Context: an optimization exercise on an open-source flow, tuned for small area, a short achievable clock period and few clock cycles per item. The choices shown serve that exercise and are no tape-out recipe.
The RTL was checked by simulation tests, not by an equivalence proof against the original design.

== run 1 ==
Design fir, start of the top module:
module fir(
  clock,
  reset,
  calculate,
  data_in,
  data_out,
  data_good
);
Size in the first run: roughly 0.072 sq mm of cells after synthesis.
==> flow/config.mk <==
export PLATFORM = sky130hd
export DESIGN_NAME = fir
export DESIGN_NICKNAME = fir
export VERILOG_FILES = /design/flow/design.v
export SDC_FILE = /design/flow/constraint.sdc
export NUM_CORES = 4
export LEC_CHECK = 0
export ABC_CLOCK_PERIOD_IN_PS = 2000
export CAP_MARGIN = 20
export CORE_MARGIN = 2
export CORE_UTILIZATION = 55
export CTS_BUF_LIST = sky130_fd_sc_hd__clkbuf_4 sky130_fd_sc_hd__clkbuf_8
export SLEW_MARGIN = 20
export SYNTH_HIERARCHICAL = 1
==> flow/constraint.sdc <==
create_clock -name core_clock -period 13.0 [get_ports {clock}]
set_input_delay 2.6000 -clock core_clock [delete_from_list [all_inputs] [get_ports {clock}]]
set_output_delay 2.6000 -clock core_clock [all_outputs]
set_load 0.01 [all_outputs]
standard.sh (not shown) runs the stock make flow with config.mk's settings and CLKGATE_MAP_FILE= SYNTH_SCRIPT=/design/flow/synth_recipe.tcl, a recipe that flattens the netlist after the stock synthesis.
==> flow/flow/run.sh <==
#!/bin/bash
set -euo pipefail
MARGIN=$(cat flow/margin.txt)
TNS=$(cat flow/tns.txt)
# synthesis exactly as standard.sh does it
bash standard.sh synth > synth.log 2>&1
# the remaining steps: the same make command with the repair target added
sed -e "s|CLKGATE_MAP_FILE= |CLKGATE_MAP_FILE= SETUP_SLACK_MARGIN=$MARGIN TNS_END_PERCENT=$TNS 'BUFFER_PORTS_ARGS=-buffer_cell sky130_fd_sc_hd__buf_4' |" \
    standard.sh > flow_layout.sh
bash flow_layout.sh finish > layout.log 2>&1
test -f out/final.def
==> flow/flow/margin.txt <==
8.4
==> flow/flow/tns.txt <==
10
Testbench counts of run 1, summed over its fixed seeds: cycles 4,000, items 4,000.
### run 1 -> run 2
Settings: CORE_UTILIZATION: 55 -> 65; CTS_BUF_LIST: sky130_fd_sc_hd__clkbuf_4 sky130_fd_sc_hd__clkbuf_8 -> unset.
==> flow/flow/margin.txt <==
8.2
==> flow/flow/tns.txt <==
100
==> notes.md <==
Data required time of the worst path: run 2 and run 1 compared, lower one is run 2. Comparing run 2 and run 1, tap cell count is lower on run 2. Clock-buffer cell count: run 2 and run 1 compared, higher one is run 1. Overall die area on run 2 is ahead of run 1. Run 2 went all the way through the flow, and no timing, DRC or antenna check failed. Taking run 1 as the reference, in run 2 routed wire length dropped 6.6%, time the worst path needs with I/O delays and setup down 0.027 ns, number of max-cap violations was more or less identical. Between run 1 and run 2, the flow reports die extent in x decreasing by a little under 10%.
## Diff of input files: run 3 against run 2
Settings: CORE_UTILIZATION changed from 65 to 55.
==> flow/flow/margin.txt <==
8.4
==> flow/flow/tns.txt <==
10
[summary]
Run 2 → run 3: final area shows an increase of 880 sq um, sequential cell count of the final layout shows no meaningful change, number of well taps shows an increase of 266. Aggregate global-route resource usage ended up 3.3 points lower on run 3 than on run 2. Going from run 2 to run 3, global-route wire length before repair rose 17000 microns; count of plain and timing-repair buffers now larger; number of placement rows grew by 9.1%; register-to-register slack now smaller. Run 2 has a lower final cell count than run 3. [run 3] worst setup slack fell 0.044 ns relative to run 2. Of run 3 and run 2, the lower measured slew at the worst slew-check pin belongs to run 3.

## north
Another version of the RTL of fir (not shown whole).
For scale: about 3400 cells after synthesis, roughly 24 I/O pins, about 70000 sq um of cells after synthesis.
==> flow/config.mk <==
export PLATFORM = sky130hd
export DESIGN_NAME = fir
export DESIGN_NICKNAME = fir
export VERILOG_FILES = /design/flow/design.v
export SDC_FILE = /design/flow/constraint.sdc
export NUM_CORES = 4
export LEC_CHECK = 0
export ABC_CLOCK_PERIOD_IN_PS = 2000
export CAP_MARGIN = 20
export CORE_MARGIN = 2
export CORE_UTILIZATION = 65
export CTS_CLUSTER_DIAMETER = 100
export CTS_CLUSTER_SIZE = 24
export SLEW_MARGIN = 20
export SYNTH_HIERARCHICAL = 1
==> flow/constraint.sdc <==
create_clock -name core_clock -period 13.0 [get_ports {clock}]
set_input_delay 2.6000 -clock core_clock [delete_from_list [all_inputs] [get_ports {clock}]]
set_output_delay 2.6000 -clock core_clock [all_outputs]
set_load 0.01 [all_outputs]
==> flow/flow/margin.txt <==
8.2
==> flow/flow/tns.txt <==
20
Scripts as last shown in full above: flow/flow/run.sh
north was carried through to the last stage, and its layout satisfied the timing, DRC and antenna checks.
Testbench counts of north, summed over its fixed seeds: cycles 4,000, items 4,000.
#### Input delta (south over north)
==> flow/flow/margin.txt <==
8.1
==> flow/flow/tns.txt <==
100
==> notes.md <==
Comparing the two runs side by side, south comes out ahead of north on post-route minimum period. Diff north -> south: cell count now larger, vias after detailed routing shows an increase of about 1.1%, area of the die now sits at about the same level. Cmp south and north / growth of design area from synthesis to finish / higher: south. | worst setup slack | south vs north | better |. Sum of met3 wire segment lengths after detailed routing: south vs north down 3.9%. Depth of the worst hold-timing path came out exactly the same in south and north. Post-layout utilization of the core: south higher than north. Sequential share of layout area sits lower in south than in north.
Inputs modified between south and east:
==> flow/flow/margin.txt <==
8.35
--- outcome ---
Diff south -> east: critical path depth has increased; number of fill cells has decreased; share of cell area taken by multi-input logic gates has decreased; placer's final routability congestion estimate has decreased; routed wire length on met2 has increased. The sequential share of layout area reported for east is smaller than that of south by 1.8 points. STATUS worst setup slack: east wins against south. Between east and south, area overhead of the layout relative to synthesis is higher for east, south comes in under that. Looking at east and south, the half-perimeter wire length of the detailed placement result is a wash.
## Diff of input files: west against east
==> flow/flow/margin.txt <==
8.2
### Flow results
Diff east -> west: path depth of the worst reg2reg path went up; wire length -about 2.3%.

== build 9 ==
fir, a different RTL version from the one above (not shown whole).
For scale: ~3,700 cells after synthesis, ~1,000 flip-flops, about 24 I/O pins, about 74,000 um^2 of cells after synthesis.
export LEC_CHECK = 0
export ABC_CLOCK_PERIOD_IN_PS = 2000
export CAP_MARGIN = 20
export CORE_MARGIN = 2
export CORE_UTILIZATION = 65
export CTS_CLUSTER_DIAMETER = 100
export CTS_CLUSTER_SIZE = 24
export PLACE_DENSITY = 0.75
export SLEW_MARGIN = 20
export SYNTH_HIERARCHICAL = 1
create_clock -name core_clock -period 13.0 [get_ports {clock}]
==> flow/flow/margin.txt <==
8.2
==> flow/flow/tns.txt <==
100
Scripts as last shown in full above: flow/flow/run.sh
Testbench counts of build 9, summed over its fixed seeds: cycles 4,000, items 4,000.
Setup changes, build 9 to build 27
- CORE_UTILIZATION now 75, was 65
- PLACE_DENSITY no longer set, was 0.75
Results
- Looking at build 27 and build 9, the total setup violations reported at the end of the flow is a wash.
- Changes observed in build 27 relative to build 9: flip-flop and latch area held, transition time of the tightest slew-check pin went down 0.21 ns, final critical delay including setup and external delays went up 0.036 ns, setup clock skew after layout went up 0.0042 ns.
- Comparing build 27 and build 9, the higher global placer's final weighted congestion is on build 27.
- Routed wire length: build 27 vs build 9 up about 1.1%
- Share of cell area taken by flip-flops and latches: build 9 vs build 27, no meaningful difference
Edits applied to the flow inputs when going from build 27 to build 43:
- CORE_UTILIZATION: 75 -> 65
- CTS_CLUSTER_SIZE: 24 -> 30
- CTS_CLUSTER_DIAMETER: 100 -> 60
--- outcome ---
Relative to build 27, number of core rows has gone up in build 43.
Between build 43 and build 27, it is build 43 whose overall global routing resource usage is lower, by 4.2 points.
First-pass GRT wire length in build 43 vs build 27: up about 1.3%
Relative to build 43, the following input files were edited for build 33:
- a deleted CTS_CLUSTER_DIAMETER that had been 60
- a deleted CTS_CLUSTER_SIZE that had been 30
- a change of CORE_UTILIZATION from 65 to 75
Results
Build 33 vs. build 43: total non-filler cell area in the finished layout has decreased, cell count fell 194, delay of the slowest critical-path stage now sits higher, fill cell total of the finished layout went down 2,312, global-route usage over all layers went up. Number of diodes, build 33 and build 43: smaller value in build 43. Looking at cell depth of the worst flop-to-flop path across build 33 and build 43, the one that comes out higher is build 33. Build 43 reports its capturing instance or port of the critical path as C15$_DFFE_PP_ while build 33 reports Y1[6]$_DFFE_PP_. NOTE: final critical delay including setup and external delays in build 33 exceeds that of build 43. Compared with build 43, build 33 shows a higher headroom to the max-slew limit.
Inputs modified between build 33 and build 66:
- a change of CORE_UTILIZATION from 75 to 65
- an added CTS_CLUSTER_SIZE of 24
- an added CTS_CLUSTER_DIAMETER of 100
==> flow/flow/margin.txt <==
8.3
Notes after the runs:
Build 66 vs build 33 on die area: build 66 is the higher one.
From build 33 to build 66 the numbers moved as follows: via total after detailed routing moved down, delay of the slowest cell on the worst path level, count of H-tree levels built during CTS moved down, count of clock-buffer cells in the layout moved down, non-filler instance count after layout moved up.
Changes observed in build 66 relative to build 33: overall global routing resource usage went down by 5.7 points.

Another version of the RTL of fir (not shown whole).
Size in the first run: about 3800 cells after synthesis, ~1100 flip-flops, ~24 I/O pins, ~75000 um^2 of cells after synthesis.
==> flow/config.mk <==
export PLATFORM = sky130hd
export DESIGN_NAME = fir
export DESIGN_NICKNAME = fir
export VERILOG_FILES = /design/flow/design.v
export SDC_FILE = /design/flow/constraint.sdc
export NUM_CORES = 4
export LEC_CHECK = 0
export ABC_CLOCK_PERIOD_IN_PS = 2000
export CAP_MARGIN = 20
export CORE_MARGIN = 2
export CORE_UTILIZATION = 55
export SLEW_MARGIN = 20
export SYNTH_HIERARCHICAL = 1
==> flow/constraint.sdc <==
create_clock -name core_clock -period 13.0 [get_ports {clock}]
set_input_delay 2.6000 -clock core_clock [delete_from_list [all_inputs] [get_ports {clock}]]
set_output_delay 2.6000 -clock core_clock [all_outputs]
set_load 0.01 [all_outputs]
run.sh (not shown) runs the stock make flow with config.mk's settings and CLKGATE_MAP_FILE= SYNTH_SCRIPT=/design/flow/synth_recipe.tcl, a recipe that flattens the netlist after the stock synthesis.
Stock flow here: none of the scripts above is used.
The starting point finished clean.
Testbench counts at the start, summed over its fixed seeds: cycles 4,000, items 4,000.
Next try:
==> flow/flow/run.sh (new file) <==
#!/bin/bash
set -euo pipefail
W=$(pwd)
MARGIN=$(cat flow/margin.txt)
# synthesis exactly as standard.sh does it
bash standard.sh synth > synth.log 2>&1
# the remaining steps: same make command with the repair margin added
sed -e "s|CLKGATE_MAP_FILE= |CLKGATE_MAP_FILE= SETUP_SLACK_MARGIN=$MARGIN TNS_END_PERCENT=100 |" \
    standard.sh > flow_layout.sh
bash flow_layout.sh finish > layout.log 2>&1
test -f out/final.def
==> flow/flow/margin.txt (new file) <==
8.8
==> flow/standard.sh (new file) <==
#!/bin/bash
# synth_recipe.tcl (not shown) runs the flow's synth.tcl, then flattens the netlist and writes it again
# the make line also repeats each setting of config.mk as NAME=value (left out here)
make -C /OpenROAD-flow-scripts/flow DESIGN_CONFIG=/design/flow/config.mk WORK_HOME=/design/flow/orfs CLKGATE_MAP_FILE= SYNTH_SCRIPT=/design/flow/synth_recipe.tcl "${@:-finish}"
removed: flow/run.sh
What happened: The changed run finished clean. Worst hold slack stays flat. First-iteration DRC count went down by 1.2%. Global-route usage went up by 1.1 points. Wire length went up by 4.7%. Core utilization went up by 3.3 points.

## re-timing with driven ports
How much do the figures lean on ideal ports? The routed layouts below were timed once more, with nothing changed but the port constraints. Step 1 assumes that a clkbuf_16 drives the clock port and a buf_2 every other input. Step 2, shift: input delay + t, output delay - t, t = (earliest + latest rising clock arrival at the registers) / 2. This alone moves slack from input paths to output paths. Slacks: ideal ports / drivers / drivers and shift; pairs: ideal ports / drivers.
run	t (ns)	setup slack, ns	worst setup path after step 2	slew at the worst register clock pin (ns)
run 1	0.945	8.038 / 8.081 / 7.136	input to register	0.07 / 0.07
run 2	0.764	8.065 / 8.071 / 7.307	input to register	0.07 / 0.07
run 3	0.787	8.021 / 8.025 / 7.243	input to register	0.07 / 0.07
north	0.760	8.001 / 8.001 / 7.406	input to register	0.11 / 0.11
south	0.744	8.121 / 8.121 / 7.435	input to register	0.11 / 0.11
east	0.745	8.297 / 8.300 / 7.555	input to register	0.11 / 0.11
west	0.752	8.223 / 8.223 / 7.489	input to register	0.11 / 0.11
build 9	0.752	8.243 / 8.246 / 7.494	input to register	0.11 / 0.11
build 27	0.756	8.207 / 8.214 / 7.458	input to register	0.11 / 0.11
build 43	0.778	8.254 / 8.270 / 7.492	input to register	0.10 / 0.10
build 33	0.771	8.227 / 8.237 / 7.466	input to register	0.07 / 0.07
build 66	0.754	8.232 / 8.236 / 7.481	input to register	0.11 / 0.11
the first run of note 4	0.805	7.151 / 7.191 / 6.385	input to register	0.07 / 0.07
the second run of note 4	0.794	7.953 / 7.953 / 7.223	input to register	0.07 / 0.07
After both steps setup and hold are still met in every run listed. For run 1, which loses most, drivers alone change the setup slack by +0.043 ns; drivers and shift together by -0.902 ns.
